What follows belongs to an exercise in optimizing a design on an open flow for small area and a short achievable clock period; a production flow would make more cautious choices. Function was not checked in any run shown here: the RTL went through the layout flow alone. Power and IR drop assume default switching activity.

==> flow/design.v (outline; a module is shown in full before it is edited, if it fits) <==
// module mul32_pipe: 1681 lines
// module mul_fa: 6 lines
// module mul_ha: 6 lines
module mul32_pipe(clk, rst, in_valid, a, b, out_valid, p);
  // ...
==> flow/flow/run.sh <==
#!/bin/bash
# Own layout flow: the standard ORFS flow (standard.sh), unchanged except that the
# port buffers that global placement inserts on every input and output use a plain buffer
# (buf_4) instead of the delay cell buffer_ports picks by default.
set -euo pipefail
export BUFFER_PORTS_ARGS="-buffer_cell sky130_fd_sc_hd__buf_4"
bash standard.sh finish > standard_flow.log 2>&1
==> flow/standard.sh <==
#!/bin/bash
# synth_recipe.tcl (not shown) runs the flow's synth.tcl, then flattens the netlist and writes it again
# the make line also repeats each setting of config.mk as NAME=value (left out here)
make -C /OpenROAD-flow-scripts/flow DESIGN_CONFIG=/design/flow/config.mk WORK_HOME=/design/flow/orfs CLKGATE_MAP_FILE= SYNTH_SCRIPT=/design/flow/synth_recipe.tcl "${@:-finish}"
==> flow/config.mk <==
export PLATFORM = sky130hd
export DESIGN_NAME = mul32_pipe
export DESIGN_NICKNAME = mul32_pipe
export VERILOG_FILES = /design/flow/design.v
export SDC_FILE = /design/flow/constraint.sdc
export NUM_CORES = 4
export LEC_CHECK = 0
export ABC_AREA = 1
export CAP_MARGIN = 20
export CORE_MARGIN = 2
export CORE_UTILIZATION = 40
export SLEW_MARGIN = 20
export SYNTH_HIERARCHICAL = 1
==> flow/constraint.sdc <==
create_clock -name core_clock -period 2.5 [get_ports {clk}]
set_input_delay 0.5000 -clock core_clock [delete_from_list [all_inputs] [get_ports {clk}]]
set_output_delay 0.5000 -clock core_clock [all_outputs]
set_load 0.01 [all_outputs]
==> flow_summary_export.csv, run 1 <==
group,metric,value,unit
synth,yosys.area_share.simple,9.25,%
layout,diodes,2,
pwr,ir_worst_vdd,0.000841,V
floorplan,die_area,95300,sq um
synth,synth_top_area_share,31.5,%
clock_network,cts.repair.resized,12,
detailed_routing,maxUsedRoutingLayer,"met5",
synth,synthAdderAreaFrac,29.4,%
critical_path,critPathLaunchType,"register",
synth,synth-edff-count,0,
pwr,p_switching,0.0337,W
sta,maxSlewHeadroom,58.7,%
worst_hold_path,min_from,"b[9]",
synth,syn_area,37100,sq um
layout,final_cell_mix,"dfxtp_1 (568), xor2_1 (557), nand2_1 (544)",
layout,final_area,44100,sq um
sta,max_freq,0.410,GHz
grt,grt_use_met1,34.4,%
grt,grt_use_met2,41.5,%
floorplan,fp.dieW,309,um
synth,synth_top_family_by_area,"adder cells",
pwr,clock_power_share,15.1,%
synth,synthMuxAreaShare,0.455,%
layout,sh_seq_area,26.6,%
clock_network,h-tree-depth,3,
layout,seq_area,11700,sq um
pwr,p_seq_share,22.4,%
critical_path,path_max_fanout,4,
layout,final-nonclk-buf-share,8.32,%
pwr,powerSeq,0.0160,W
grt,grt-ovfl-total,0,
layout,largest_class,"multi-input gates",
pwr,p_leak,19.8,nW
pwr,top_power_group,"combinational cells",
worst_hold_path,min_delay_path_depth,1,
detailed_routing,routed_wl,127000,um
clock_network,clock_latency,0.64,ns
synth,synthTopCellsByCount,"dfxtp_1 (584), xor2_1 (557), nand2_1 (550)",
grt,gr-usage-met3,7.13,%
grt,grt_pass1_wl,188000,um
layout,largest_reg_flops,299,
outcome,run_status,"timing/DRC/antenna clean",
==> run 2: changes to the inputs <==
--- a/flow/config.mk
+++ b/flow/config.mk
@@ -11,2 +11,3 @@
 export CORE_UTILIZATION = 40
+export SETUP_SLACK_MARGIN = 0.4
 export SLEW_MARGIN = 20
==> run 2 against run 1 <==
Effect of this change: still clean on timing, DRC and antenna; synthesized area stayed put; hold slack better by 0.0074 ns; critical path depth decreased by 7; global-route usage up 0.74 points; cell count up 3.0%; non-clock buffer count grew 148; core utilization increased by 7.4 points; via count grew 12%; clock-buffer cell count grew 8; combinational power grew 29%; die area is the same; cell area is 15% higher; critical path type unchanged; highest routed layer unchanged.
==> flow_summary_export.csv, run 2 <==
group,metric,value,unit
critical_path,r2r-start,"rk1[51]",
sta,maxSlewHeadroom,60.2,%
layout,top_register,"rk2",
synth,synthTopCellsByCount,"dfxtp_1 (584), xor2_1 (557), nand2_1 (550)",
grt,antenna_found_initial,16,
layout,area_growth,37.0,%
sta,setup_viol,0,
sta,rsz0062_at_grt,"true",
critical_path,critPathLaunchType,"register",
clock_network,cts_tree,"done",
synth,synth-main-ff-cell,"dfxtp_1",
floorplan,fp.dieW,309,um
detailed_routing,routedWlPerCell,29.7,um
placed_design,placed_area,40900,sq um
synth,synth_most_common_cell,"dfxtp_1",
layout,final_area,50900,sq um
floorplan,die_area,95300,sq um
synth,synth_largest_area_cell,"dfxtp_1",
placed_design,dp_cells,5055,
critical_path,path_max_fanout,8,
placed_design,dp_hpwl,87900,um
floorplan,num_rows,111,
placed_design,dpl_worst_slack,-0.213,ns
floorplan,start_util,40.5,%
synth,ys_seq_area_share,31.5,%
layout,fin_nets,4724,
layout,layout-drive-gt1-share,35.2,%
clock_network,clk_path_buf_depth,3,
detailed_routing,ant_nets,0,
synth,yosys_warnings,7,
layout,largest_reg_flops,299,
clock_network,cts_root_buffer,"clkbuf_16",
synth,syn_avg_cell_area,9.85,sq um
sta,fin_crit_sh,96.3,%
synth,synth-async-reset-ratio,0,%
critical_path,endpoint_kind,"register",
clock_network,clkTransAtPathRegs,0.06,ns
placed_design,numPortBuffers,131,
sta,worstMarginPinSlew,0.596,ns
outcome,run_status,"timing/DRC/antenna clean",
critical_path,r2r_end,"rk2[169]",
sta,layout_min_cycle_time,2.41,ns
sta,finalWorstSetupSlack,0.0925,ns
pwr,p_leak,21.8,nW
critical_path,timing.critical_path.arrival,2.93,ns
layout,final_cell_count_no_fill,5388,
synth,synth-edff-count,0,
detailed_routing,drc,0,
floorplan,design.core.area,91800,sq um
critical_path,ff2ff_path_depth,7,
critical_path,rrSetupSlack,0.09,ns
clock_network,h-tree-depth,3,
worst_hold_path,min_to,"rk1[46]",
sta,hold_viol_final,0,
worst_hold_path,min_delay_path_depth,1,
layout,biggestRegsByFlops,"rk2 x299, rk3 x137, rk1 x80",
synth,synthTopCellsByArea,"dfxtp_1 (31%), fa_1 (27%), xor2_1 (13%), o22ai_1 (8.4%), nand2_1 (5.6%)",
synth,synthDistinctLibCells,31,
grt,grt-ovfl-total,0,
synth,ys_seq_elements,584,
detailed_routing,dr.pass1.iters,9,
layout,final_common_cell,"dfxtp_1",
sta,setup_tns,0,ns
floorplan,io_pins,132,
worst_hold_path,min_from,"b[9]",
floorplan,die_h,309,um
grt,grt_max_degree,34,
pwr,ir_worst_vdd,0.00125,V
worst_hold_path,hp-class,"input port to register",
grt,grt_pass1_vias,30500,
synth,syn_area,37100,sq um
sta,max_freq,0.415,GHz
clock_network,cts_made_buffers,69,
grt,grt_pass1_wl,194000,um
clock_network,clock_latency,0.66,ns
detailed_routing,route.vias.total,31700,
flow_run,maxCapViolCount,0,
sta,fin_skew,0.0315,ns
detailed_routing,routed_wl,160000,um
grt,grt_use_total,27.5,%
placed_design,gp_congestion,0.930,
layout,final_cell_mix,"dfxtp_1 (510), xor2_1 (476), fa_1 (425)",
clock_network,clock-sinks,584,
synth,synthCells,3770,
synth,synth_top_area_share,31.5,%
critical_path,required,3.02,ns
critical_path,crit_type,"register to register",
detailed_routing,viasPerCell,5.88,
sta,drv_slew,0,
detailed_routing,initialDrtViolationCount,4153,
pwr,power_density,1660,nW/um^2
run 2: cell counts after synthesis:
No cell type changed its count.
run 2: layout make-up:
class	count	area, sq um
Sequential cell	584	11800
Multi-Input combinational cell	2546	27500
Tap cell	1243	1560
Inverter	396	1600
Fill cell	7471	40900
Timing Repair Buffer	483	6060
Antenna cell	11	27.5
Clock buffer	97	2030
Clock inverter	28	337
run 2: cell families (layout without fill, tap and decap cells):
logic type | after synthesis | after routing | share of synthesized area, %
buffers and inverters | 655 | 1004 | 6.79
other | 1 | 27 | 0.0101
AOI/OAI and AO/OA | 563 | 563 | 9.39
xor gates and xnor gates | 561 | 561 | 13.2
and+or+nand+nor | 814 | 814 | 9.25
muxes | 15 | 15 | 0.455
adders and majority gates | 577 | 577 | 29.4
DFF | 584 | 584 | 31.5
run 2: Yosys stat by module, one instance, submodules excluded:
module	times used	flops+latches	area (sq um)	cells inside
mul_fa	492	0	20.0	1
mul_ha	34	0	12.5	1
mul32_pipe	1	584	26900	3244
run 2: how the worst max path moves through the flow:
stage                  from        to  slack, ns  cells after the start
floorplan            rk1[0]   rk2[49]       0.36                      7
detailed placement  rk3[58]   rk4[47]      -0.21                     11
global placement    rk3[58]   rk4[47]      -0.23                     11
finish              rk1[51]  rk2[169]       0.09                      7
global route        rk1[51]   rk2[95]       0.06                      7
CTS                 rk1[25]  rk2[251]       0.26                      6
run 2: where the power goes:
part           leakage [nW]  switching (W)  internal (W)
clock network          1.16        0.00443       0.00616
registers              4.93        0.00218        0.0140
logic                  15.7         0.0339        0.0237
total                  21.8         0.0405        0.0438
run 2: timing repair:
| action | 4_1_cts | 5_1_grt |
|---|---|---|
| hold buffers | 47 | 0 |
| buffers inserted | 25 | 49 |
| endpoints found under the setup margin | 223 | 277 |
| pin swaps | 109 | 312 |
| gates resized for setup | 355 | 715 |
| gates cloned | 2 | 74 |
| endpoints found under the hold margin | 47 | 0 |
run 2: layer usage:
layer  vias to the layer above  global-route usage [%]  wire [um]
li1                      12700                       -          -
met1                     15200                    34.3      53800
met2                      2771                    42.4      65700
met3                      1030                    8.32      24700
met4                        26                    16.0      15200
met5                         -                       0        523
run 2: critical path: stages, from the launching register on:
cell and delay, ns:
dfxtp_4 0.36, clkinvlp_4 0.12, buf_12 0.15, clkbuf_16 0.19
o22ai_1 0.23, xor2_1 0.29, fa_1 0.49, fa_1 0.45
run 2: per-stage QoR:
| stage | utilization (%) | total power [W] | hold WS (ns) |
|---|---|---|---|
| after floorplan | - | 0.0405 | 0.310 |
| after global placement | 44.5 | 0.0583 | 0.311 |
| after detailed placement | 44.5 | 0.0588 | 0.312 |
| after CTS | 49.5 | 0.0765 | 0.0105 |
| after global routing | 55.4 | 0.0888 | 0.0143 |
| final | 55.4 | 0.0843 | 0.0194 |

afterwards: timing with drivers on the ports:
In the flow no input, the clock included, has a driving cell. The finished layouts below were timed again as built, in two steps. Step 1: set_driving_cell puts a clkbuf_16 on clk and a buf_2 on each other input, an assumption about the parent block. Step 2, shift: input delay + t, output delay - t, t = (earliest + latest rising clock arrival at the registers) / 2. This alone moves slack from input paths to output paths. a / b / c = no drivers / after step 1 / after step 2; a / b = the first two.
| run | t, ns | slack for setup (ns) | worst hold slack (ns) | worst setup path at the end | worst data-port slew with drivers (ns) | cell pins on the clock port's net |
|---|---|---|---|---|---|---|
| run 1 | 0.704 | 0.060 / 0.060 / 0.060 | 0.012 / -0.031 / 0.326 | register to register | 0.05 | 1 |
| run 2 | 0.711 | 0.093 / 0.093 / 0.093 | 0.019 / -0.023 / 0.324 | register to register | 0.06 | 1 |
After both steps every run listed still meets setup and hold.
